This design comes from an exercise in tuning for small area on the open sky130 flow, not from production work. In this exercise RTL edits were held to simulation tests only and were not proved equivalent to the original. The clock port is modelled as an ideal driver; clocking choices that lean on that would not hold on a real chip.

== before ==
Design MyUART, start of the top module:
module MyUART
				(
				input clk,reset_n,
				input [11:0] FinalValue,
				input [7:0] w_data,
				input wr_en,
				output T_full,
				output reg tx,
				input rx,
				output reg [7:0] r_data,
				input rd_en,
				output R_empty,
				output error_check
				);
Size in the first run: about 190 flip-flops, ~37 I/O pins, about 7700 um^2 of cells after synthesis.
clock: 10.0 ns
lec_check: 0
cap_margin: 20
core_margin: 2
core_utilization: 40
slew_margin: 20
synth_hierarchical: 1
synth_minimum_keep_size: 0
standard.sh (not shown) runs the stock make flow with config.mk's settings and CLKGATE_MAP_FILE= SYNTH_SCRIPT=/design/flow/synth_recipe.tcl, a recipe that flattens the netlist after the stock synthesis.
==> flow/flow/run.sh <==
#!/bin/bash
set -euo pipefail
bash standard.sh \
  "BUFFER_PORTS_ARGS=-buffer_cell sky130_fd_sc_hd__buf_1" \
  "CTS_ARGS=-sink_clustering_enable -repair_clock_nets -dont_use_dummy_load -buf_list sky130_fd_sc_hd__clkbuf_4" \
  "POST_CTS_TCL=$PWD/flow/fix_clk.tcl" \
  finish > standard.log 2>&1
==> flow/flow/fix_clk.tcl <==
# Clock-tree buffer sizing, run after CTS (POST_CTS_TCL). CTS builds the tree
# from one buffer size; this gives each clock buffer the smallest clkbuf size
# for which the slews at the pins it drives stay under a target: clk_ff_ps at
# flip-flop clock pins, clk_buf_ps at the inputs of the next clock buffers.
if {![info exists clk_ff_ps]} { set clk_ff_ps 118.0 }
if {![info exists clk_buf_ps]} { set clk_buf_ps 350.0 }
set clk_sizes {sky130_fd_sc_hd__clkbuf_1 sky130_fd_sc_hd__clkbuf_2 sky130_fd_sc_hd__clkbuf_4 sky130_fd_sc_hd__clkbuf_8 sky130_fd_sc_hd__clkbuf_16}

proc clk_pin_slew_ps {p} {
  set worst 0
  foreach e {rise fall} { foreach a {min max} {
    set ps [expr {[sta::time_ui_sta [get_property $p slew_${a}_$e]] * 1e12}]
    if {$ps > $worst} { set worst $ps }
  }}
  return $worst
}

# 1 if a load pin driven by inst is over its target
proc clk_over {inst} {
  global clk_ff_ps clk_buf_ps
  foreach opin [get_pins -of_objects $inst -filter "direction == output"] {
    foreach p [get_pins -of_objects [get_nets -of_objects $opin] -filter "direction == input"] {
      set load [get_cells -of_objects $p]
      set lim [expr {[string match clkbuf_* [get_full_name $load]] ? $clk_buf_ps : $clk_ff_ps}]
      if {[clk_pin_slew_ps $p] > $lim} { return 1 }
    }
  }
  return 0
}

proc clk_bufs {} {
  set r {}
  foreach inst [get_cells clkbuf_*] {
    if {[string match sky130_fd_sc_hd__clkbuf_* [get_property $inst ref_name]]} { lappend r $inst }
  }
  return $r
}

set_propagated_clock [all_clocks]
estimate_parasitics -placement
# shrink each buffer as far as its loads allow
foreach inst [clk_bufs] {
  while {1} {
    set m [get_property $inst ref_name]
    set i [lsearch $clk_sizes $m]
    if {$i <= 0} { break }
    replace_cell $inst [lindex $clk_sizes [expr {$i - 1}]]
    estimate_parasitics -placement
    if {[clk_over $inst]} {
      replace_cell $inst $m
      estimate_parasitics -placement
      break
    }
  }
}
# then grow any buffer whose loads miss the target (a driver's slew moves its loads' slews)
for {set iter 0} {$iter < 8} {incr iter} {
  set changed 0
  foreach inst [clk_bufs] {
    set i [lsearch $clk_sizes [get_property $inst ref_name]]
    if {[clk_over $inst] && $i < [llength $clk_sizes] - 1} {
      replace_cell $inst [lindex $clk_sizes [expr {$i + 1}]]
      estimate_parasitics -placement
      incr changed
    }
  }
  puts "fix_clk: grow pass $iter changed $changed"
  if {$changed == 0} { break }
}
set mx 0
foreach pin [all_registers -clock_pins -edge_triggered] {
  set s [clk_pin_slew_ps $pin]
  if {$s > $mx} { set mx $s }
}
puts "fix_clk: worst flip-flop clock pin slew $mx ps"
foreach inst [clk_bufs] { puts "fix_clk: [get_full_name $inst] [get_property $inst ref_name]" }
detailed_placement
check_placement -verbose
estimate_parasitics -placement
before is listed as incomplete: the tool reported an error in clock tree synthesis (4_1_cts) and the run ended there.
For after, these inputs were changed with respect to before:
--- a/flow/flow/run.sh
+++ b/flow/flow/run.sh
@@ -1,4 +1,19 @@
 #!/bin/bash
+# Layout flow: the standard layout (standard.sh) with these changes:
+#  - synthesis maps the logic with flow/abc_area_nf.script (area-oriented ABC
+#    mapping with relaxed delay, no buffering or upsizing) in place of ORFS's
+#    abc_speed.script; everything else in synthesis is ORFS's and the standard flow's own
+#    (synth_recipe.tcl), so the registers, their names and cells are unchanged;
+#  - port buffers are sky130_fd_sc_hd__buf_1;
+#  - CTS builds the tree from clkbuf_4 cells and inserts no dummy loads;
+#  - after CTS, flow/fix_clk.tcl resizes each clock buffer to the smallest
+#    clkbuf that keeps flip-flop clock-pin slews under 118 ps.
+# Each ORFS step writes its full log under orfs/logs/ (fix_clk.tcl's output is
+# in 4_1_cts.log); make's output goes to standard.log.
 set -euo pipefail
+rm -rf orfs_scripts
+cp -r "$FLOW_HOME/scripts" orfs_scripts
+cp flow/abc_area_nf.script orfs_scripts/abc_speed.script
 bash standard.sh \
+  "SCRIPTS_DIR=$PWD/orfs_scripts" \
   "BUFFER_PORTS_ARGS=-buffer_cell sky130_fd_sc_hd__buf_1" \
==> flow/flow/abc_area_nf.script (new file) <==
strash
dc2
strash
&get -n
&dch -f
&nf -R 1000 -p
&put
--- a/flow/flow/fix_clk.tcl
+++ b/flow/flow/fix_clk.tcl
@@ -1 +1,2 @@
+# (sourced inside a proc by ORFS: its settings are globals)
 # Clock-tree buffer sizing, run after CTS (POST_CTS_TCL). CTS builds the tree
@@ -4,5 +5,5 @@
 # flip-flop clock pins, clk_buf_ps at the inputs of the next clock buffers.
-if {![info exists clk_ff_ps]} { set clk_ff_ps 118.0 }
-if {![info exists clk_buf_ps]} { set clk_buf_ps 350.0 }
-set clk_sizes {sky130_fd_sc_hd__clkbuf_1 sky130_fd_sc_hd__clkbuf_2 sky130_fd_sc_hd__clkbuf_4 sky130_fd_sc_hd__clkbuf_8 sky130_fd_sc_hd__clkbuf_16}
+if {![info exists ::clk_ff_ps]} { set ::clk_ff_ps 118.0 }
+if {![info exists ::clk_buf_ps]} { set ::clk_buf_ps 350.0 }
+set ::clk_sizes {sky130_fd_sc_hd__clkbuf_1 sky130_fd_sc_hd__clkbuf_2 sky130_fd_sc_hd__clkbuf_4 sky130_fd_sc_hd__clkbuf_8 sky130_fd_sc_hd__clkbuf_16}
 
@@ -19,3 +20,2 @@
 proc clk_over {inst} {
-  global clk_ff_ps clk_buf_ps
   foreach opin [get_pins -of_objects $inst -filter "direction == output"] {
@@ -23,3 +23,3 @@
       set load [get_cells -of_objects $p]
-      set lim [expr {[string match clkbuf_* [get_full_name $load]] ? $clk_buf_ps : $clk_ff_ps}]
+      set lim [expr {[string match clkbuf_* [get_full_name $load]] ? $::clk_buf_ps : $::clk_ff_ps}]
       if {[clk_pin_slew_ps $p] > $lim} { return 1 }
@@ -44,5 +44,5 @@
     set m [get_property $inst ref_name]
-    set i [lsearch $clk_sizes $m]
+    set i [lsearch $::clk_sizes $m]
     if {$i <= 0} { break }
-    replace_cell $inst [lindex $clk_sizes [expr {$i - 1}]]
+    replace_cell $inst [lindex $::clk_sizes [expr {$i - 1}]]
     estimate_parasitics -placement
@@ -59,5 +59,5 @@
   foreach inst [clk_bufs] {
-    set i [lsearch $clk_sizes [get_property $inst ref_name]]
-    if {[clk_over $inst] && $i < [llength $clk_sizes] - 1} {
-      replace_cell $inst [lindex $clk_sizes [expr {$i + 1}]]
+    set i [lsearch $::clk_sizes [get_property $inst ref_name]]
+    if {[clk_over $inst] && $i < [llength $::clk_sizes] - 1} {
+      replace_cell $inst [lindex $::clk_sizes [expr {$i + 1}]]
       estimate_parasitics -placement
--- a/flow/config.mk
+++ b/flow/config.mk
@@ -11,3 +11 @@
 export SLEW_MARGIN = 20
-export SYNTH_HIERARCHICAL = 1
-export SYNTH_MINIMUM_KEEP_SIZE = 0
--- outcome ---
- Among before and after, a clean, completed layout was produced by after alone.
- Delta (after minus before): post-detailed-placement half-perimeter wirelength climbed 66 um, xor/xnor cell area share of the yosys netlist went down, share of synthesized cell area in full adder, half adder and majority cells flat.
- [compare] base=before new=after: simple logic cell fraction of the synthesized area up 0.55 points, count of different cell masters after synthesis -1.

* * *

P:
MyUART, a different RTL version from the one above (not shown whole).
Size: ~450 cells after synthesis, about 190 flip-flops, roughly 37 I/O pins, ~7300 sq um of cells after synthesis.
Settings: LEC_CHECK=0, CAP_MARGIN=20, CORE_MARGIN=2, CORE_UTILIZATION=70, SLEW_MARGIN=20; clock period 10.0 ns.
==> flow/flow/run.sh <==
#!/bin/bash
# Layout flow: the standard layout (standard.sh) with these changes:
#  - synthesis maps the logic with flow/abc_area_nf.script (area-oriented ABC
#    mapping with relaxed delay, no buffering or upsizing) in place of ORFS's
#    abc_speed.script; everything else in synthesis is ORFS's and the standard flow's own
#    (synth_recipe.tcl), so the registers, their names and cells are unchanged;
#  - port buffers are sky130_fd_sc_hd__buf_1;
#  - CTS builds the tree from clkbuf_4 cells and inserts no dummy loads;
#  - after CTS, flow/fix_clk.tcl resizes each clock buffer to the smallest
#    clkbuf that keeps flip-flop clock-pin slews under 110 ps.
# Each ORFS step writes its full log under orfs/logs/ (fix_clk.tcl's output is
# in 4_1_cts.log); make's output goes to standard.log.
set -euo pipefail
rm -rf orfs_scripts
cp -r "$FLOW_HOME/scripts" orfs_scripts
cp flow/abc_area_nf.script orfs_scripts/abc_speed.script
bash standard.sh \
  "SCRIPTS_DIR=$PWD/orfs_scripts" \
  "BUFFER_PORTS_ARGS=-buffer_cell sky130_fd_sc_hd__buf_1" \
  "CTS_ARGS=-sink_clustering_enable -repair_clock_nets -dont_use_dummy_load -buf_list sky130_fd_sc_hd__clkbuf_4" \
  "POST_CTS_TCL=$PWD/flow/fix_clk.tcl" \
  finish > standard.log 2>&1
Other scripts of this flow, unchanged in this note and not shown: flow/flow/abc_area_nf.script, flow/flow/fix_clk.tcl
P did not stop at any stage, and its layout met the timing, DRC and antenna checks.
For Q, these inputs were changed with respect to P:
- a change of CORE_UTILIZATION from 70 to 40
## What came out
Comparing Q and P, the lower count of buffers not belonging to the clock network in the layout was measured on P.
[compare] base=P new=Q: met1 layer wirelength in the final routing saw an increase, worst hold slack after final layout higher, global-route usage decreased 11 points, via count of the first global-routing pass picked up an extra 1.7%.

* * *

Setup of build 50:
Starting RTL as in the previous note.
export LEC_CHECK = 0
export CAP_MARGIN = 20
export CORE_MARGIN = 2
export CORE_UTILIZATION = 78
export SLEW_MARGIN = 20
create_clock -name core_clock -period 10.0 [get_ports {clk}]
==> flow/flow/abc_area_nf.script <==
strash
dc2
strash
&get -n
&dch -f
&nf -R 1000 -p -C 32
&put
==> flow/flow/fix_clk.tcl <==
# (sourced inside a proc by ORFS: its settings are globals)
# Clock-tree buffer sizing, run after CTS (POST_CTS_TCL). CTS builds the tree
# from one buffer size; this gives each clock buffer the smallest clkbuf size
# for which the slews at the pins it drives stay under a target: clk_ff_ps at
# flip-flop clock pins, clk_buf_ps at the inputs of the next clock buffers.
if {![info exists ::clk_ff_ps]} { set ::clk_ff_ps 110.0 }
if {![info exists ::clk_buf_ps]} { set ::clk_buf_ps 350.0 }
set ::clk_sizes {sky130_fd_sc_hd__clkbuf_1 sky130_fd_sc_hd__clkbuf_2 sky130_fd_sc_hd__clkbuf_4 sky130_fd_sc_hd__clkbuf_8 sky130_fd_sc_hd__clkbuf_16}

proc clk_pin_slew_ps {p} {
  set worst 0
  foreach e {rise fall} { foreach a {min max} {
    set ps [expr {[sta::time_ui_sta [get_property $p slew_${a}_$e]] * 1e12}]
    if {$ps > $worst} { set worst $ps }
  }}
  return $worst
}

# 1 if a load pin driven by inst is over its target
proc clk_over {inst} {
  foreach opin [get_pins -of_objects $inst -filter "direction == output"] {
    foreach p [get_pins -of_objects [get_nets -of_objects $opin] -filter "direction == input"] {
      set load [get_cells -of_objects $p]
      set lim [expr {[string match clkbuf_* [get_full_name $load]] ? $::clk_buf_ps : $::clk_ff_ps}]
      if {[clk_pin_slew_ps $p] > $lim} { return 1 }
    }
  }
  return 0
}

proc clk_bufs {} {
  set r {}
  foreach inst [get_cells clkbuf_*] {
    if {[string match sky130_fd_sc_hd__clkbuf_* [get_property $inst ref_name]]} { lappend r $inst }
  }
  return $r
}

set_propagated_clock [all_clocks]
estimate_parasitics -placement
# shrink each buffer as far as its loads allow
foreach inst [clk_bufs] {
  while {1} {
    set m [get_property $inst ref_name]
    set i [lsearch $::clk_sizes $m]
    if {$i <= 0} { break }
    replace_cell $inst [lindex $::clk_sizes [expr {$i - 1}]]
    estimate_parasitics -placement
    if {[clk_over $inst]} {
      replace_cell $inst $m
      estimate_parasitics -placement
      break
    }
  }
}
# then grow any buffer whose loads miss the target (a driver's slew moves its loads' slews)
for {set iter 0} {$iter < 8} {incr iter} {
  set changed 0
  foreach inst [clk_bufs] {
    set i [lsearch $::clk_sizes [get_property $inst ref_name]]
    if {[clk_over $inst] && $i < [llength $::clk_sizes] - 1} {
      replace_cell $inst [lindex $::clk_sizes [expr {$i + 1}]]
      estimate_parasitics -placement
      incr changed
    }
  }
  puts "fix_clk: grow pass $iter changed $changed"
  if {$changed == 0} { break }
}
set mx 0
foreach pin [all_registers -clock_pins -edge_triggered] {
  set s [clk_pin_slew_ps $pin]
  if {$s > $mx} { set mx $s }
}
puts "fix_clk: worst flip-flop clock pin slew $mx ps"
foreach inst [clk_bufs] { puts "fix_clk: [get_full_name $inst] [get_property $inst ref_name]" }
detailed_placement
check_placement -verbose
estimate_parasitics -placement
Scripts as last shown in full above: flow/flow/run.sh
The following lists how build 26 was set up differently from build 50:
Settings: a change of CORE_UTILIZATION from 78 to 40.
diff --git a/flow/flow/run.sh b/flow/flow/run.sh
--- a/flow/flow/run.sh
+++ b/flow/flow/run.sh
@@ -9,3 +9,3 @@
 #  - after CTS, flow/fix_clk.tcl resizes each clock buffer to the smallest
-#    clkbuf that keeps flip-flop clock-pin slews under 110 ps.
+#    clkbuf that keeps flip-flop clock-pin slews under 118 ps.
 # Each ORFS step writes its full log under orfs/logs/ (fix_clk.tcl's output is
==> flow/flow/abc_area_nf.script <==
strash
dc2
strash
&get -n
&dch -f
&nf -R 1000 -p
&put
diff --git a/flow/flow/fix_clk.tcl b/flow/flow/fix_clk.tcl
--- a/flow/flow/fix_clk.tcl
+++ b/flow/flow/fix_clk.tcl
@@ -5,3 +5,3 @@
 # flip-flop clock pins, clk_buf_ps at the inputs of the next clock buffers.
-if {![info exists ::clk_ff_ps]} { set ::clk_ff_ps 110.0 }
+if {![info exists ::clk_ff_ps]} { set ::clk_ff_ps 118.0 }
 if {![info exists ::clk_buf_ps]} { set ::clk_buf_ps 350.0 }
Summary — signed area change from the synthesized netlist to the final layout, build 26 relative to build 50: higher, by 2.5 points.
For the non-clock buffer count, build 26 came in 7 higher than build 50 did.
Build 26 against build 50; netlist area before placement is up slightly.
In the metrics for build 50 and build 26, the one carrying the higher maximum frequency is build 26.
Of build 50 and build 26, build 26 shows the higher die area, with build 50 below it.
The routed length on met2 was comparable across build 50 and build 26.
On build 26: global router's overall resource usage is 14 points lower than what build 50 gave.
In the flow results for build 50 and build 26, the clock transition at the registers of the reported paths is larger on build 50.
Diff build 50 -> build 26: hold slack decreased by 9.2 ps relative to the old numbers; pin slew with the least headroom to its limit decreased by 160 ps relative to the old numbers.

## afterwards: timing with drivers on the ports
No port has a modelled driver above. Below, the same layouts with a new extraction and two added sets of constraints. Step 1: set_driving_cell puts a clkbuf_16 on clk and a buf_2 on each other input, an assumption about the parent block. Step 2 moves the port delays by t, midway between the first and last clock arrival at a register: inputs arrive t later, outputs are due t later. That takes back most of the time a late clock gives input paths. Three values: no drivers, after step 1, after step 2; two values: the first two.
run	t (ns)	slack for setup (ns)	worst setup path after step 2	worst register clock-pin slew, ns	cell pins on the clock port's net
after	0.586	5.460 / 5.433 / 5.413	input to register	0.11 / 0.11	1
P	0.463	5.437 / 5.397 / 5.397	input to output	0.11 / 0.11	1
Q	0.469	5.462 / 5.438 / 5.438	input to output	0.10 / 0.10	1
build 50	0.583	5.326 / 5.295 / 5.397	input to output	0.11 / 0.11	1
build 26	0.591	5.431 / 5.394 / 5.444	input to output	0.12 / 0.12	1
After both steps setup and hold are still met in every run listed. The setup slack of after, which loses most, moves by -0.027 ns with the drivers and by -0.047 ns with both steps.
